From an optimization exercise on the open Yosys and OpenROAD flow, aimed at small area, a short achievable clock period and few clock cycles; shortcuts taken in it are not production practice. In this exercise RTL edits were held to simulation tests only and were not proved equivalent to the original. No activity file was given, so power comes from the tool's default toggle rates.

==> run.sh <==
#!/bin/bash
# synth_recipe.tcl (not shown) runs the flow's synth.tcl, then flattens the netlist and writes it again
# the make line also repeats each setting of config.mk as NAME=value (left out here)
make -C /OpenROAD-flow-scripts/flow DESIGN_CONFIG=/design/flow/config.mk WORK_HOME=/design/flow/orfs CLKGATE_MAP_FILE= SYNTH_SCRIPT=/design/flow/synth_recipe.tcl finish
==> config.mk <==
export PLATFORM = sky130hd
export DESIGN_NAME = multiplier
export DESIGN_NICKNAME = multiplier
export VERILOG_FILES = /design/flow/design.v
export SDC_FILE = /design/flow/constraint.sdc
export NUM_CORES = 4
export LEC_CHECK = 0
export CAP_MARGIN = 20
export CORE_MARGIN = 2
export CORE_UTILIZATION = 40
export SLEW_MARGIN = 20
==> constraint.sdc <==
create_clock -name core_clock -period 6.0 [get_ports {clk}]
set_input_delay 1.2000 -clock core_clock [delete_from_list [all_inputs] [get_ports {clk}]]
set_output_delay 1.2000 -clock core_clock [all_outputs]
set_load 0.01 [all_outputs]
==> design.v <==
module multiplier ( input  wire clk, start, is_signed,
                    input  wire [31:0] a, b, 
                    output wire [63:0] s,
                    output wire done
                   );
reg  is_signed_reg;
reg  [31:0] a_reg;
reg  enable;					
reg  [ 4:0] count ;
reg  [66:0] accumulator ;  
wire IsZero, IsDouble, IsNegative ;
wire [33:0] a_0, a_1, a_2 ;  
wire [33:0] Sum ;
always@(posedge clk)
   if( start )
	 begin
	  a_reg         <=  a;
	  enable        <=  1;
	  is_signed_reg <= is_signed;
	  if( is_signed )
	   count <= 15;  
	  else
	   count <= 16;  
	 end 
	else if ( count != 5'b0 )
	 begin
	  count  <= (count  - 1);  
	  enable <= (count != 0); 
	 end
	else
	  enable <= 0;
always@(posedge clk)
   if( start )        
    accumulator <= { 32'b0, 2'b0,  b, 1'b0};
   else if ( enable ) 
    accumulator <= { Sum[33:0], accumulator[34:2]};  
 assign a_0[33:0] = (IsDouble)? {{(is_signed_reg)? a_reg[31] : 1'b0}, a_reg[31:0], 1'b0} : { {2{(is_signed_reg)? a_reg[31] : 1'b0}}, a_reg[31:0]};
 assign a_1[33:0] = a_0 ^ {34{IsNegative}};
 assign a_2[33:0] = a_1 & {34{~IsZero   }};
 assign   s[63:0] = is_signed_reg? accumulator[66:3] : accumulator[64:1] ;
 assign   done     = ~enable & (count == 5'b0);
 FullAdder    module0( a_2[33:0], { {2{accumulator[66]} }, accumulator[66:35]}, (IsNegative)&(~IsZero), Sum);
 BoothEncoder module1( accumulator[2:0], IsZero, IsDouble, IsNegative);
endmodule 
module BoothEncoder( input wire [2:0] in, output wire IsZero, IsDouble, IsNegative);
  assign IsZero     = (in == 3'b000)|(in == 3'b111);
  assign IsDouble   = (in == 3'b011)|(in == 3'b100);  
  assign IsNegative =  in[2]; 
endmodule
module FullAdder   ( input wire [33:0] In1,In2, input wire Cin, output wire [33:0] Sum);  
  assign Sum[33:0] = In1[33:0] + In2[33:0] + { 33'b0 , Cin } ;						
endmodule
==> notes.md <==
Initial DRC Count = 394
GRT overflow = 0
worst r2r dst = accumulator[63]
Clock Power Share = 17.9%
Logic pwr share = 49.7%
Worst Setup End Kind = flop
CTS Buffer Depth = 2
number of synthesized flops with an enable pin = 70
final hold vios = 0
CTS tree = yes
Distinct cells, synth = 62
max FFs per register = 67
critical-path cell list = and3_1 > buf_4 > a221oi_1 > fa_1 > nand2b_1 > a211oi_2 > o21ai_1 > and3_1 > o311a_1 > nor3_1 > mux2_1 > a21oi_1
final instance area = 0.00894 mm²
leakage = 3.59 nW
Reg area = 0.00282 mm²
Clk Latency, worst-skew pair = 0.36 ns
sequential share of the synthesized area = 39.6%
top cell type's share of synthesized area = 29.5%
#FFs+latches synth = 106
Port Buf Inserts = 131
Post-CTS Resized = 0
antenna-violating nets left = 0
max incr delay on CP = 0.72 ns
Worst EP arrival = 4.65 ns
HP Class = reg -> reg
Root Driver = clkbuf_16
Synth area leaders = edfxtp_1 29%, dfxtp_1 10%, mux2_2 9.8%
die height = 138 µm
drt pass-1 iters = 6
CP Buf/Inv Count = 1
Rows = 48
RSZ-0062 raised after global routing = false
# clock sinks = 106
Most used DFF post-synth = edfxtp_1
worst path required time = 6.29 ns
GR Util All Layers = 20.5%
n_diodes = 0
status = no timing/DRC/antenna violations
placed inst area = 0.00864 mm²
hold path depth = 2
Slew Limit Fails = 0
Setup CP Type = reg -> reg
vias per std cell = 5.62
Worst Hold Path EP = accumulator[62]
Slowest-stage cell, CP = and3_1
via count = 5,986
total core area = 0.0174 mm²
f_max = 229 MHz
initial antenna violation count = 0
Flop pwr share = 32.4%
P&R area growth vs syn = 25.3%
Post-Syn Instances = 725
CTS Hold Bufs = 0
internal cell power = 2.10 mW
Peak VDD IR = 0.000181 V
Net Sw Frac = 38.9%
wire per inst = 17.9 µm
DP HPWL = 13,400 µm
largest area contributor in the netlist = edfxtp_1
Setup Viol. Count Final = 0
Die X = 138 µm
crit-path max FO = 16
critical path's most frequent cell = and3_1
CTS clk-pin slew, worst paths = 0.07 ns
Hold Path Origin = accumulator[62]
most frequent cell after synthesis = edfxtp_1
synthesized area = 0.00714 mm²
Multi-input gate area = 0.00407 mm²
H-tree depth = 3
layout cell share with drive strength beyond 1 = 12.1%
FILL cells = 1,551
R2R Path Start = accumulator[1]
fin crit share = 72.6%
Crit path max-delay family = simple AND/OR/NAND/NOR gates
number of CTS-inserted buffers = 9
TNS Setup = 0 ns
maxcap violations = 0
Synth Area per Inst = 9.84 µm²
routability cong. = 0.887
R2R setup slack = 1.64 ns
Critical Path Stages = 12
Ports = 132
Die ar. = 0.0189 mm²
Critical Path Start Type = flop
cell depth of the worst flop-to-flop path = 12
Worst slew margin = 37.2%
Post-synth ARST share = 0%
Yosys warnings = 1
Synthesized Nets = 828
Post-route DRC = 0
largest net degree at the start of global routing = 53
PwrDens = 385 mW/mm²
Commonest cells post-synth = 70 x edfxtp_1, 63 x o21ai_0, 62 x mux2_2
vias in the first global route = 6,022
crit path from = accumulator[1]
first-pass GRT wire length = 30,500 µm
nets = 938
Worst Max-Slew Pin Slew = 0.941 ns
Routed WL = 19,100 µm
final setup skew = 0.00517 ns
Final min period = 4.36 ns
Sw Pwr = 1.34 mW
# Post-CTS Setup Buffers = 0
Initial Utilization = 41.1%
## cell type report
type                       instances  share of cell area (%)
multi-input combinational        554                    45.5
sequential                       106                    31.6
timing repair buffer             141                    15.5
tap                              225                    3.15
clock buffer                       9                    2.52
inverter                          23                   0.965
clock inverter                     7                   0.867
## worst register-to-register path: cells and delay by family, from the launching register on
family,cells,cell delay (ns)
compound gates,5,1.10
fa+ha+maj,1,0.49
buf+inv,1,0.36
flops,1,0.57
mux,1,0.35
simple gates,4,1.42
## power groups by stage
stage               sequential (mW)  clock [mW]  combinational (mW)
finish                         1.11       0.617                1.71
global placement               1.13           0                1.67
detailed placement             1.13           0                1.69
floorplan                      1.05           0                1.17
global route                   1.13       0.654                1.89
CTS                            1.11       0.633                1.71
## worst max-delay path by stage
stage / end / slack [ns]
2_1_floorplan: accumulator[63] / 2.27
3_5_place_dp: accumulator[63] / 1.72
4_1_cts: accumulator[63] / 1.71
3_3_place_gp: accumulator[63] / 1.90
6_report: accumulator[63] / 1.64
5_1_grt: accumulator[63] / 1.37
## metal layers
layer	part of all wire, %	global-route usage [%]	vias to the layer above
met3	6.9	3.94	27
met5	0	0	-
li1	-	-	2930
met4	1.8	6.53	0
met2	46	34.2	206
met1	45	26.9	2823
## logic make-up after synthesis
group	after synthesis	share of synthesized area [%]
flip-flops	106	39.6
XOR/XNOR	62	7.61
AND/OR/NAND/NOR	148	9.66
adder cells (fa/ha/maj)	36	6.52
AO/OA/AOI/OAI	233	21.4
multiplexers	75	11.6
buffers and inverters	65	3.61
## stage by stage
| step | instances | worst slack, ns | hold WS, ns | utilization (%) | power [mW] |
|---|---|---|---|---|---|
| 3_3_place_gp | 1049 | 1.90 | 0.492 | 49.8 | 2.80 |
| 3_5_place_dp | 1049 | 1.72 | 0.497 | 49.8 | 2.82 |
| 4_1_cts | 1065 | 1.71 | 0.510 | 51.5 | 3.45 |
| 6_report | 1065 | 1.64 | 0.501 | 51.5 | 3.44 |
| 2_1_floorplan | 725 | 2.27 | 0.450 | - | 2.22 |
| 5_1_grt | 1065 | 1.37 | 0.537 | 51.5 | 3.68 |
## layout by cell type (no fill, tap or decap), types with 34 or more instances in the layout
cell type and instances:
a21oi_1 49, o21ai_0 63, mux2_2 62, edfxtp_1 70, nor2_1 53, dfxtp_1 36
xor2_1 44, ha_1 34, clkdlybuf4s50_1 130, nand2_1 48
Testbench counts, summed over its fixed seeds: cycles 27,997.

==> static timing again, ports no longer ideal <==
No port has a modelled driver above. Below, the same layout with a new extraction and two added sets of constraints. Step 1 sets driving cells, clkbuf_16 on the clock port and buf_2 on the other inputs (assumed; they add their load-dependent delay and slew). Step 2 adds t to the input delays and takes it off the output delays; t is the mean of the earliest and latest rising clock arrival at the registers after step 1. Input paths then give back, and output paths get back, about the clock's delay inside the block. Three values: no drivers, after step 1, after step 2; two values: the first two.
shift t [ns]: 0.402
setup WS [ns]: 1.641 / 1.641 / 1.641
worst data-port slew with drivers (ns): 0.05
After both steps this run still meets setup and hold. For this run, drivers alone change the setup slack by 0.000 ns; drivers and shift together by 0.000 ns.
